Context: an optimization exercise on an open-source flow, tuned for small area. The choices shown serve that exercise and are no tape-out recipe.
The RTL was checked by simulation tests, not by an equivalence proof against the original design.
The clock input has no modelled driver; a real chip could not lean on it and would need a root buffer or a full tree.
No activity file was given, so power comes from the tool's default toggle rates.

build 91:
==> flow/design.v <==
module mastermind(
    input clk,
    input rst,
    input enterA,
    input enterB,
    input [2:0] letterIn,
    output [7:0] LEDX,
    output [6:0] SSD3,
    output [6:0] SSD2,
    output [6:0] SSD1,
    output [6:0] SSD0
);
    localparam [3:0] START = 4'b0000, SS = 4'b0001, SAP = 4'b0010, SBL = 4'b0011,
                     ER = 4'b0101, SAB = 4'b0110,
                     MI = 4'b1000, BI = 4'b1100, SC = 4'b1001, CHK = 4'b1110, WN = 4'b1111;
    reg [3:0] s, ns;
    reg cm;                     
    reg [2:0] c3, c2, c1, c0;   
    reg [2:0] g3, g2, g1;       
    reg [2:0] xm, pm;           
    reg sa, sb;                 
    reg l1, l0;                 
    wire I   = ~s[3];                       
    wire E   = s[3] & ~s[1] & ~s[0];        
    wire Bk  = E & s[2];
    wire Mk  = E & ~s[2];
    wire SCs = s[3] & ~s[1] & s[0];
    wire FB  = s[3] & s[1];                 
    wire [6:0] cnt = {g1[2], g2, g3};
    wire tc = cnt[6] & cnt[5] & cnt[2];           
    wire disp = (I & (s[2] | s[1] | s[0])) | SCs;
    wire nz3 = |g3, nz2 = |g2, nz1 = |g1;
    wire q0 = ~nz3, q1 = nz3 & ~nz2, q2 = nz2 & ~nz1, q3 = nz1;    
    wire pA = enterA, pB = enterB;
    wire rp = (s[2] ^ cm) ? pB : pA;              
    wire bp = cm ? pA : pB;                       
    wire lnz = |letterIn;
    wire allm = xm[2] & xm[1] & xm[0] & g1[1];
    wire go = l1 | l0;                            
    wire last = ~l0;
    wire winA = cm ^ s[0];                        
    wire e3 = letterIn == c3;
    wire e2 = letterIn == c2;
    wire e1 = letterIn == c1;
    wire e0 = letterIn == c0;
    wire pres = e3 | e2 | e1 | e0;
    always @(*) begin
        ns = s;
        case (s)
            START: if (pA | pB) ns = SS;
            SS:    if (tc) ns = SAP;
            SAP:   if (tc) ns = MI;
            SAB:   if (tc) ns = SBL;
            SBL:   if (tc) ns = BI;
            ER:    if (tc) ns = go ? START : SAP;
            MI:    if (rp & lnz & q3) ns = SAB;
            BI:    if (rp & lnz & q3) ns = CHK;
            CHK:   if (!allm) ns = WN; else if (bp) ns = ER;
            WN:    if (bp) ns = last ? SC : SBL;
            SC:    if (tc) ns = ER;
            default: ns = START;
        endcase
    end
    always @(posedge clk or negedge rst)
        if (!rst) s <= START;
        else s <= ns;
    wire [6:0] cnt_n = tc ? 7'd0 : cnt + 7'd1;
    wire [2:0] lin = letterIn & {3{rp}};          
    wire sSTART = s == START, sER = s == ER, sCHK = s == CHK, sWN = s == WN;
    wire lset = (s == SAP) | (s == SAB) | Mk;                       
    wire ev = (sCHK & allm & bp) | (sWN & bp & last);               
    wire wsh = sWN & bp & ~last;                                    
    wire vexit = E & q3 & rp & lnz;                                 
    wire [2:0] ld3 = {3{E & q0}}, ld2 = {3{E & q1}};
    wire ld1 = E & q2;
    wire [6:0] cld = {ld1, ld2, ld3};                               
    wire [6:0] clin = {lin[2], lin, lin};
    wire [6:0] cnt_d = ({7{disp}} & cnt_n) |
                       ({7{E}} & ((cld & clin) | (~cld & {7{~vexit}} & cnt)));
    wire fb0 = Bk & q3 & rp & lnz;
    wire [1:0] g10_d = {2{~disp}} & (({2{ld1}} & lin[1:0]) | ({2{fb0}} & {e0, pres}) |
                                     ({2{~ld1 & ~fb0}} & g1[1:0]));
    always @(posedge clk) begin
        cm <= (sSTART & ~pA) | (~sSTART & (cm ^ (sER & tc & ~go)));
        if (Mk && rp && lnz) {c3, c2, c1, c0} <= {c2, c1, c0, letterIn};
        {g1[2], g2, g3} <= cnt_d;
        g1[1:0] <= g10_d;
        if (Bk && q0) begin xm[2] <= e3; pm[2] <= pres; end
        if (Bk && q1) begin xm[1] <= e2; pm[1] <= pres; end
        if (Bk && q2) begin xm[0] <= e1; pm[0] <= pres; end
        sa <= ~sSTART & (sa | (ev & winA));
        sb <= ~sSTART & (sb | (ev & ~winA));
        l1 <= (ev & winA & sa) | lset | (l1 & ~ev & ~wsh & ~sSTART);
        l0 <= (ev & ~winA & sb) | lset | (wsh & l1) | (l0 & ~ev & ~wsh & ~sSTART);
    end
    function [6:0] let7;
        input [2:0] l;
        reg z;
        begin
            z = ~(l[2] | l[1] | l[0]);
            let7[6] = z | (l[1] & ~l[0]) | (l[2] & l[1]);
            let7[5] = z;
            let7[4] = z;
            let7[3] = ~l[1];
            let7[2] = ~l[0] | (~l[2] & l[1]);
            let7[1] = ~l[0] | (~l[2] & l[1]);
            let7[0] = z | (l[2] & (l[1] | l[0]));
        end
    endfunction
    wire info = I & ~(tc & s[0] & (s[1] | s[2]));    
    wire [2:0] src3 = ({3{E & q0}} & letterIn) | ({3{Bk & nz3}} & g3) | ({3{SCs}} & c3);
    wire [2:0] src2 = ({3{E & q1}} & letterIn) | ({3{Bk & nz2}} & g2) | ({3{SCs}} & c2);
    wire [2:0] src1 = ({3{E & q2}} & letterIn) | ({3{Bk & nz1}} & g1) | ({3{SCs}} & c1);
    wire [2:0] src0 = ({3{E & q3}} & letterIn) | ({3{SCs}} & c0);
    wire [6:0] l3 = let7(src3), l2 = let7(src2), l1d = let7(src1), l0d = let7(src0);
    wire iSc = s[0] & ~s[1];                 
    wire iP  = s[1] & ~s[0];                 
    wire iL  = s[1] & s[0];                  
    wire iSt = ~s[2] & ~s[1] & ~s[0];        
    wire one_a = sa & ~l1;
    wire [6:0] i2 = {iSc ? ~l1 : iL,
                     iSc & sa,
                     iSc & one_a,
                     iSc ? one_a : ~iL,
                     iSc ? l1 : ~iSt,
                     iL,
                     iSc ? one_a : iL};
    wire showA0 = iP & (cm ^ ~s[2]);         
    wire one_b = sb & ~l0;
    reg [6:0] i0;
    always @(*) begin
        if (iSc)         i0 = {~l0, sb, one_b, one_b, l0, 1'b0, one_b};
        else if (iL)     i0 = {~l0, 1'b1, l1 | ~l0, ~l0, l0 & ~l1, 1'b0, ~l0};
        else if (showA0) i0 = 7'b0001000;
        else             i0 = 7'b0000011;
    end
    wire dash3 = Mk & nz3;
    wire dash2 = Mk & nz2;
    wire dash1 = (Mk & nz1) | info;
    assign SSD3 = {l3[6] & ~dash3, l3[5:0]};
    assign SSD2 = info ? i2 : {l2[6] & ~dash2, l2[5:0]};
    assign SSD1 = {l1d[6] & ~dash1, l1d[5:0]};
    assign SSD0 = info ? i0 : l0d;
    wire blink = I & s[2] & s[0] & go & cnt[3];    
    assign LEDX = ({8{FB}} & {xm[2], pm[2], xm[1], pm[1], xm[0], pm[0], g1[1], g1[0]}) | {8{blink}};
endmodule
==> flow/config.mk <==
export PLATFORM = sky130hd
export DESIGN_NAME = mastermind
export DESIGN_NICKNAME = mastermind
export VERILOG_FILES = /design/flow/design.v
export SDC_FILE = /design/flow/constraint.sdc
export NUM_CORES = 4
export LEC_CHECK = 0
export CAP_MARGIN = 20
export CORE_MARGIN = 2
export CORE_UTILIZATION = 70
export GPL_TIMING_DRIVEN = 0
export SLEW_MARGIN = 20
==> flow/constraint.sdc <==
create_clock -name core_clock -period 10.0 [get_ports {clk}]
set_input_delay 2.0000 -clock core_clock [delete_from_list [all_inputs] [get_ports {clk}]]
set_output_delay 2.0000 -clock core_clock [all_outputs]
set_load 0.01 [all_outputs]
standard.sh (not shown) runs the stock make flow with config.mk's settings and CLKGATE_MAP_FILE= SYNTH_SCRIPT=/design/flow/synth_recipe.tcl, a recipe that flattens the netlist after the stock synthesis.
==> flow/flow/run.sh <==
#!/bin/bash
# Own layout flow: the standard flow (standard.sh) with
#  - synthesis through flow/synth.tcl: the same registers as the standard synthesis;
#    the logic is mapped by a deeper, area-oriented ABC script (flow/abc.script), and
#    adders are left to ABC (no ADDER_MAP_FILE),
#  - no pass-through buffers in synthesis (SYNTH_INSBUF=0): every port gets its own
#    buffer in placement anyway,
#  - port buffers made with the smallest buffer cell (sky130_fd_sc_hd__buf_1),
#  - a flat clock tree: the clock port drives three clock buffers, each at the centre
#    of a cluster of registers (flow/pre_cts.tcl), instead of TritonCTS's H-tree.
# make's output (every tool's) goes to make.log here; ORFS's per-step logs are in orfs/logs/.
set -euo pipefail
HERE=$(pwd)
bash standard.sh SYNTH_SCRIPT=$HERE/flow/synth.tcl ADDER_MAP_FILE= SYNTH_INSBUF=0 \
  "BUFFER_PORTS_ARGS=-buffer_cell sky130_fd_sc_hd__buf_1" \
  PRE_CTS_TCL=$HERE/flow/pre_cts.tcl CLK_BUF_CELL=sky130_fd_sc_hd__clkbuf_8 CLK_CLUSTERS=3 \
  finish > $HERE/make.log 2>&1
Other scripts of this flow, unchanged in this note and not shown: flow/flow/abc.script, flow/flow/pre_cts.tcl, flow/flow/synth.tcl
Edits applied to the flow inputs when going from build 91 to build 37:
--- a/flow/design.v
+++ b/flow/design.v
@@ -83,5 +83,8 @@
     always @(posedge clk) begin
         cm <= (sSTART & ~pA) | (~sSTART & (cm ^ (sER & tc & ~go)));
-        if (Mk && rp && lnz) {c3, c2, c1, c0} <= {c2, c1, c0, letterIn};
+        if (Mk && q0) c3 <= letterIn;
+        if (Mk && q1) c2 <= letterIn;
+        if (Mk && q2) c1 <= letterIn;
+        if (Mk && q3) c0 <= letterIn;
         {g1[2], g2, g3} <= cnt_d;
         g1[1:0] <= g10_d;
[summary]
First-iteration DRC count (build 37 vs. build 91) increases by more than 10%. In the metrics for build 91 and build 37, the one carrying the lower multi-input combinational area share is build 37. On cell area after technology mapping, build 91 and build 37 are basically level. In the metrics for build 91 and build 37, the one carrying the lower maximum frequency is build 91. Build 37 vs build 91 — via count of the first global-routing pass dropped by a few percent. The routed wire length of build 37 was inferior to that of build 91. Compared with build 91, in build 37 design area went down by 0.45%; leakage power figure moved down; final critical-path required period has decreased. Diff build 91 -> build 37: final cell count without fillers up 3; wire length on met2 moved down; amount of wire on met3 after detailed routing decreased by 1.2% relative to the old numbers; clock network fraction of total power grew by 20 points.
No run of this note takes its clock network from TritonCTS; it comes from the design's own scripts or RTL.

[static timing again, ports no longer ideal]
How much do the figures lean on ideal ports? The routed layouts below were timed once more, with nothing changed but the port constraints. Step 1, drivers: a clkbuf_16 drives clk and a buf_2 each remaining input, both assumed. Step 2 times the ports against the registers' clock, not the clock port: input delays grow and output delays shrink by t, the midpoint of the rising clock arrivals with the driver on. a / b / c = ideal / step 1 / step 2; a / b = the first two.
| run | shift t [ns] | slack for setup (ns) | worst setup path at the end |
|---|---|---|---|
| build 91 | 0.186 | 4.040 / 4.019 / 4.019 | input to output |
| build 37 | 0.182 | 4.099 / 4.078 / 4.078 | input to output |
After both steps setup and hold are still met in every run listed.
